This design comes from an exercise in tuning for small area, a short achievable clock period and few clock cycles per item on the open sky130 flow, not from production work.
Function was checked by simulation only, so behaviour that the tests miss may differ from the original.
Power is estimated from default activity; no workload was simulated.

==> cedar <==
## filter
module filter
 #(parameter DWIDTH = 16,
   parameter DDWIDTH = 2*DWIDTH,
	parameter L = 160,
	parameter L_LOG = 8,
	parameter M = 147,
	parameter M_LOG = 8,
	parameter CWIDTH = 4*L,
	parameter J = 4,
	parameter J_LOG = 2)
  (input clk,
   input rst,
	output req_in,
	input ack_in,
	input signed [0:DWIDTH-1] data_in,
	output req_out,
	input ack_out,
	output signed [0:DWIDTH-1] data_out);
==> flow/config.mk <==
export PLATFORM = sky130hd
export DESIGN_NAME = filter
export DESIGN_NICKNAME = filter
export VERILOG_FILES = /design/flow/design.v
export SDC_FILE = /design/flow/constraint.sdc
export NUM_CORES = 4
export LEC_CHECK = 0
export CAP_MARGIN = 20
export CORE_MARGIN = 2
export CORE_UTILIZATION = 40
export CTS_CLUSTER_DIAMETER = 100
export CTS_CLUSTER_SIZE = 25
export PLACE_DENSITY = 0.7
export SLEW_MARGIN = 20
export SYNTH_MEMORY_MAX_BITS = 16384
==> flow/constraint.sdc <==
create_clock -name core_clock -period 10.0 [get_ports {clk}]
set_input_delay 2.0000 -clock core_clock [delete_from_list [all_inputs] [get_ports {clk}]]
set_output_delay 2.0000 -clock core_clock [all_outputs]
set_load 0.01 [all_outputs]
standard.sh (not shown) runs the stock make flow with config.mk's settings and CLKGATE_MAP_FILE= SYNTH_SCRIPT=/design/flow/synth_recipe.tcl, a recipe that flattens the netlist after the stock synthesis.
==> flow/flow/run.sh <==
#!/bin/bash
# The standard layout (standard.sh), with these changes:
#  - synthesis skips the quick ABC pass inside Yosys's synth, so the adder
#    trees reach the full-adder extraction as written (same registers);
#  - timing repair aims below the clock period (larger setup margin).
set -euo pipefail
bash standard.sh SYNTH_ARGS=-noabc SETUP_SLACK_MARGIN=6.95 finish > standard_make.log 2>&1
==> tundra: changes against cedar <==
- PLACE_DENSITY: 0.7 -> unset
==> reports/results.tsv <==
stage	metric	value	unit
final_layout	buf_share	2.91	%
status	status	complete, no violations	
cts	cts_resized	156	
timing	fin_ws	6950	ps
final_layout	layout_common_cells	263 x nand2_1, 246 x fa_1, 233 x dfxtp_1, 226 x xnor2_1, 220 x a22oi_1	
timing	min_period_over_period	30.5	%
setup_path	crit_type	flip-flop to primary output	
pwr	p_sw	2.66	mW
placement	dp_slack	6310	ps
the above is filed under tundra

==> reports/results.tsv <==
stage	metric	value	unit
grt	globalRouteMet3Util	5.42	%
final_layout	largest_reg_flops	105	
cts	cts_resized	183	
pwr	ir_worst_vdd	0.187	mV
pwr	p_sw	2.74	mW
timing	min_period_over_period	30.9	%
final_layout	layout_common_cells	264 x nand2_1, 244 x fa_1, 225 x xnor2_1, 222 x a22oi_1, 218 x dfxtp_1	
status	status	complete, no violations	
the above is filed under cedar

Testbench counts of cedar, summed over its fixed seeds: cycles 10,280, items 5,120.
Testbench counts of tundra, summed over its fixed seeds: cycles 10,280, items 5,120.

========
==> run a: inputs <==
filter, a different RTL version from the one above (not shown whole).
==> flow/config.mk <==
export PLATFORM = sky130hd
export DESIGN_NAME = filter
export DESIGN_NICKNAME = filter
export VERILOG_FILES = /design/flow/design.v
export SDC_FILE = /design/flow/constraint.sdc
export NUM_CORES = 4
export LEC_CHECK = 0
export CAP_MARGIN = 20
export CORE_MARGIN = 2
export CORE_UTILIZATION = 40
export CTS_CLUSTER_DIAMETER = 100
export CTS_CLUSTER_SIZE = 25
export SLEW_MARGIN = 20
export SYNTH_MEMORY_MAX_BITS = 16384
==> flow/constraint.sdc <==
create_clock -name core_clock -period 10.0 [get_ports {clk}]
set_input_delay 2.0000 -clock core_clock [delete_from_list [all_inputs] [get_ports {clk}]]
set_output_delay 2.0000 -clock core_clock [all_outputs]
set_load 0.01 [all_outputs]
==> flow/flow/run.sh <==
#!/bin/bash
# The standard layout (standard.sh), with these changes:
#  - synthesis skips the quick ABC pass inside Yosys's synth, so the adder
#    trees reach the full-adder extraction as written (same registers);
#  - timing repair aims below the clock period (larger setup margin).
set -euo pipefail
bash standard.sh SYNTH_ARGS=-noabc SETUP_SLACK_MARGIN=7.0 finish > standard_make.log 2>&1
==> inputs of run b, as changes to run a <==
--- a/flow/flow/run.sh
+++ b/flow/flow/run.sh
@@ -5,3 +5,3 @@
 #  - timing repair aims below the clock period (larger setup margin).
 set -euo pipefail
-bash standard.sh SYNTH_ARGS=-noabc SETUP_SLACK_MARGIN=7.0 finish > standard_make.log 2>&1
+bash standard.sh SYNTH_ARGS=-noabc SETUP_SLACK_MARGIN=6.95 finish > standard_make.log 2>&1
==> results.ini <==
[run_status]
status = timing/DRC/antenna clean

[cells_and_area]
final_area_mm2 = 0.0283
final_nets = 2857
bufAreaShareNonClock = 0.0370
register_area_mm2 = 0.00841
mostFrequentLayoutCells = fa_1, dfxtp_1, nand2_1, xnor2_1, a22oi_1
syn_to_final_growth_pct = 8.62
clkCellAreaFrac = 0.0278

[routing]
wirelength_met1_um = 34700
drt_iter0_markers = 2277
route.met2.wl_um = 36500

[clock_network]
cts_resized = 162
insertion_delay_ns = 0.59

[placement]
gp_congestion = 0.967

[power]
pwr-share-clk = 0.121
comb_power_share = 0.585

[setup_path]
crit_start = dout[15]

the above is filed under run a

==> results.ini <==
[routing]
route.met2.wl_um = 36300
drt_iter0_markers = 2476
wirelength_met1_um = 35400

[cells_and_area]
clkCellAreaFrac = 0.0261
final_nets = 2828
bufAreaShareNonClock = 0.0269
syn_to_final_growth_pct = 6.41
register_area_mm2 = 0.00834
mostFrequentLayoutCells = fa_1, dfxtp_1, nand2_1, xnor2_1, a22oi_1

[power]
comb_power_share = 0.575
pwr-share-clk = 0.120

[setup_path]
crit_start = dout[11]

[run_status]
status = timing/DRC/antenna clean

[placement]
gp_congestion = 0.989

the above is filed under run b

Testbench counts of run a, summed over its fixed seeds: cycles 10,280, items 5,120.
Testbench counts of run b, summed over its fixed seeds: cycles 10,280, items 5,120.

========
==> inputs of run M <==
Starting RTL as in the previous note.
export LEC_CHECK = 0
export CAP_MARGIN = 20
export CORE_MARGIN = 2
export CORE_UTILIZATION = 40
export CTS_CLUSTER_DIAMETER = 100
export CTS_CLUSTER_SIZE = 25
export SLEW_MARGIN = 20
export SYNTH_MEMORY_MAX_BITS = 16384
create_clock -name core_clock -period 10.0 [get_ports {clk}]
==> flow/flow/run.sh <==
#!/bin/bash
# The standard layout (standard.sh), with these changes:
#  - synthesis skips the quick ABC pass inside Yosys's synth, so the adder
#    trees reach the full-adder extraction as written (same registers);
#  - timing repair aims below the clock period (larger setup margin).
set -euo pipefail
bash standard.sh SYNTH_ARGS=-noabc SETUP_SLACK_MARGIN=6.8 finish > standard_make.log 2>&1
==> inputs of run F, as changes to run M <==
--- a/flow/flow/run.sh
+++ b/flow/flow/run.sh
@@ -5,3 +5,3 @@
 #  - timing repair aims below the clock period (larger setup margin).
 set -euo pipefail
-bash standard.sh SYNTH_ARGS=-noabc SETUP_SLACK_MARGIN=6.8 finish > standard_make.log 2>&1
+bash standard.sh SYNTH_ARGS=-noabc SETUP_SLACK_MARGIN=6.9 MATCH_CELL_FOOTPRINT=0 finish > standard_make.log 2>&1
==> inputs of run B, as changes to run M <==
--- a/flow/flow/run.sh
+++ b/flow/flow/run.sh
@@ -5,3 +5,3 @@
 #  - timing repair aims below the clock period (larger setup margin).
 set -euo pipefail
-bash standard.sh SYNTH_ARGS=-noabc SETUP_SLACK_MARGIN=6.8 finish > standard_make.log 2>&1
+bash standard.sh SYNTH_ARGS=-noabc SETUP_SLACK_MARGIN=6.9 finish > standard_make.log 2>&1
--- a/flow/config.mk
+++ b/flow/config.mk
@@ -6,4 +6,5 @@
 export NUM_CORES = 4
 export LEC_CHECK = 0
+export ABC_AREA = 1
 export CAP_MARGIN = 20
 export CORE_MARGIN = 2
==> inputs of run R, as changes to run M <==
--- a/flow/flow/run.sh
+++ b/flow/flow/run.sh
@@ -5,3 +5,3 @@
 #  - timing repair aims below the clock period (larger setup margin).
 set -euo pipefail
-bash standard.sh SYNTH_ARGS=-noabc SETUP_SLACK_MARGIN=6.8 finish > standard_make.log 2>&1
+bash standard.sh SYNTH_ARGS=-noabc SETUP_SLACK_MARGIN=6.9 finish > standard_make.log 2>&1
==> qor summary <==
Run status: run F finished clean; run R finished clean; run B finished clean; run M finished clean
Count of buffering cells on the critical path with inverters included: run F 2; run R 1; run B 2; run M 0
Non-clock buffering overhead in the final layout: run F 0.02694; run R 0.02548; run B 0.04525; run M 0.02471
Design area: run F 27,690 µm²; run R 27,650 µm²; run B 28,210 µm²; run M 27,650 µm²
Mapped Nets: run F 2,973; run R 2,973; run B 3,259; run M 2,973
Reported clock group power: run F 1.01 mW; run R 0.965 mW; run B 0.934 mW; run M 1.07 mW
Final period util: run F 0.3119; run R 0.3075; run B 0.3174; run M 0.3211
Timing-limited maximum frequency: run F 320.6 MHz; run R 325.2 MHz; run B 315.0 MHz; run M 311.4 MHz
Core Rows: run F 93; run R 93; run B 92; run M 93
Leading cell type in the layout, fill and taps excluded: run F fa_1; run R fa_1; run B nand2_1; run M dfxtp_1
Shortest period the worst path allows: run F 3119 ps; run R 3075 ps; run B 3174 ps; run M 3211 ps
Routed wire length: run F 80,620 µm; run R 81,210 µm; run B 94,110 µm; run M 80,740 µm
Headroom to the max-slew limit: run F 0.3002; run R 0.3734; run B 0.2812; run M 0.3091
Share of post-route cells with drive strength above 1: run F 0.09495; run R 0.09711; run B 0.1020; run M 0.09109
Global-route total usage across every layer: run F 0.2380; run R 0.2390; run B 0.2777; run M 0.2375
RSZ-0062 raised after global routing: run F yes; run R yes; run B yes; run M no
Last weighted congestion value of the routability-driven placer: run F 0.9968; run R 0.9763; run B 0.9705; run M 0.9933
Worst-margin pin slew: run F 1046 ps; run R 937.9 ps; run B 1074 ps; run M 1036 ps
Clock latency at the later pin of the worst-skew pair: run F 560 ps; run R 570 ps; run B 570 ps; run M 600 ps
Maximum fanout along the worst path: run F 54; run R 1; run B 11; run M 12
DR WL/cell: run F 24.05 µm; run R 24.26 µm; run B 24.72 µm; run M 24.12 µm
Resized cells post-CTS: run F 82; run R 124; run B 104; run M 95
Inst Count DP: run F 3,299; run R 3,300; run B 3,676; run M 3,297
Fraction of the yosys area taken by sequential cells: run F 0.3160; run R 0.3160; run B 0.3211; run M 0.3160
Total clock buffers created by CTS: run F 22; run R 21; run B 20; run M 23
Min-Delay Startpoint: run F ng0[7]; run R x1[5]; run B x1[3]; run M x1[8]
Testbench counts of run M, summed over its fixed seeds: cycles 10,280, items 5,120.
Testbench counts of run F, summed over its fixed seeds: cycles 10,280, items 5,120.
Testbench counts of run B, summed over its fixed seeds: cycles 10,280, items 5,120.
Testbench counts of run R, summed over its fixed seeds: cycles 10,280, items 5,120.

## separate check: timing with driven ports
The results above use ideal ports. As a check the final layouts listed here were re-extracted and re-timed, cells and wires unchanged. Step 1 sets driving cells, clkbuf_16 on the clock port and buf_2 on the other inputs (assumed; they add their load-dependent delay and slew). Step 2 adds t to the input delays and takes it off the output delays; t is the mean of the earliest and latest rising clock arrival at the registers after step 1. Input paths then give back, and output paths get back, about the clock's delay inside the block. Three values: no drivers, after step 1, after step 2; two values: the first two.
run	shift t [ns]	setup slack, ns	worst setup path after step 2	slew at the worst register clock pin (ns)	pins driven straight from the clock port
cedar	0.600	6.914 / 6.882 / 6.450	input to register	0.11 / 0.11	1
tundra	0.596	6.947 / 6.890 / 6.487	input to register	0.10 / 0.10	1
run a of note 2	0.641	6.889 / 6.824 / 6.480	input to register	0.10 / 0.10	1
run b of note 2	0.619	6.910 / 6.848 / 6.440	input to register	0.10 / 0.10	1
run M of note 3	0.639	6.789 / 6.789 / 6.401	input to register	0.10 / 0.10	1
run F of note 3	0.621	6.881 / 6.836 / 6.407	input to register	0.11 / 0.11	1
run B of note 3	0.610	6.826 / 6.768 / 6.397	input to register	0.11 / 0.11	1
run R of note 3	0.615	6.925 / 6.863 / 6.421	input to register	0.10 / 0.10	1
After both steps every run listed still meets setup and hold. The setup slack of run R of note 3, which loses most, moves by -0.062 ns with the drivers and by -0.504 ns with both steps.
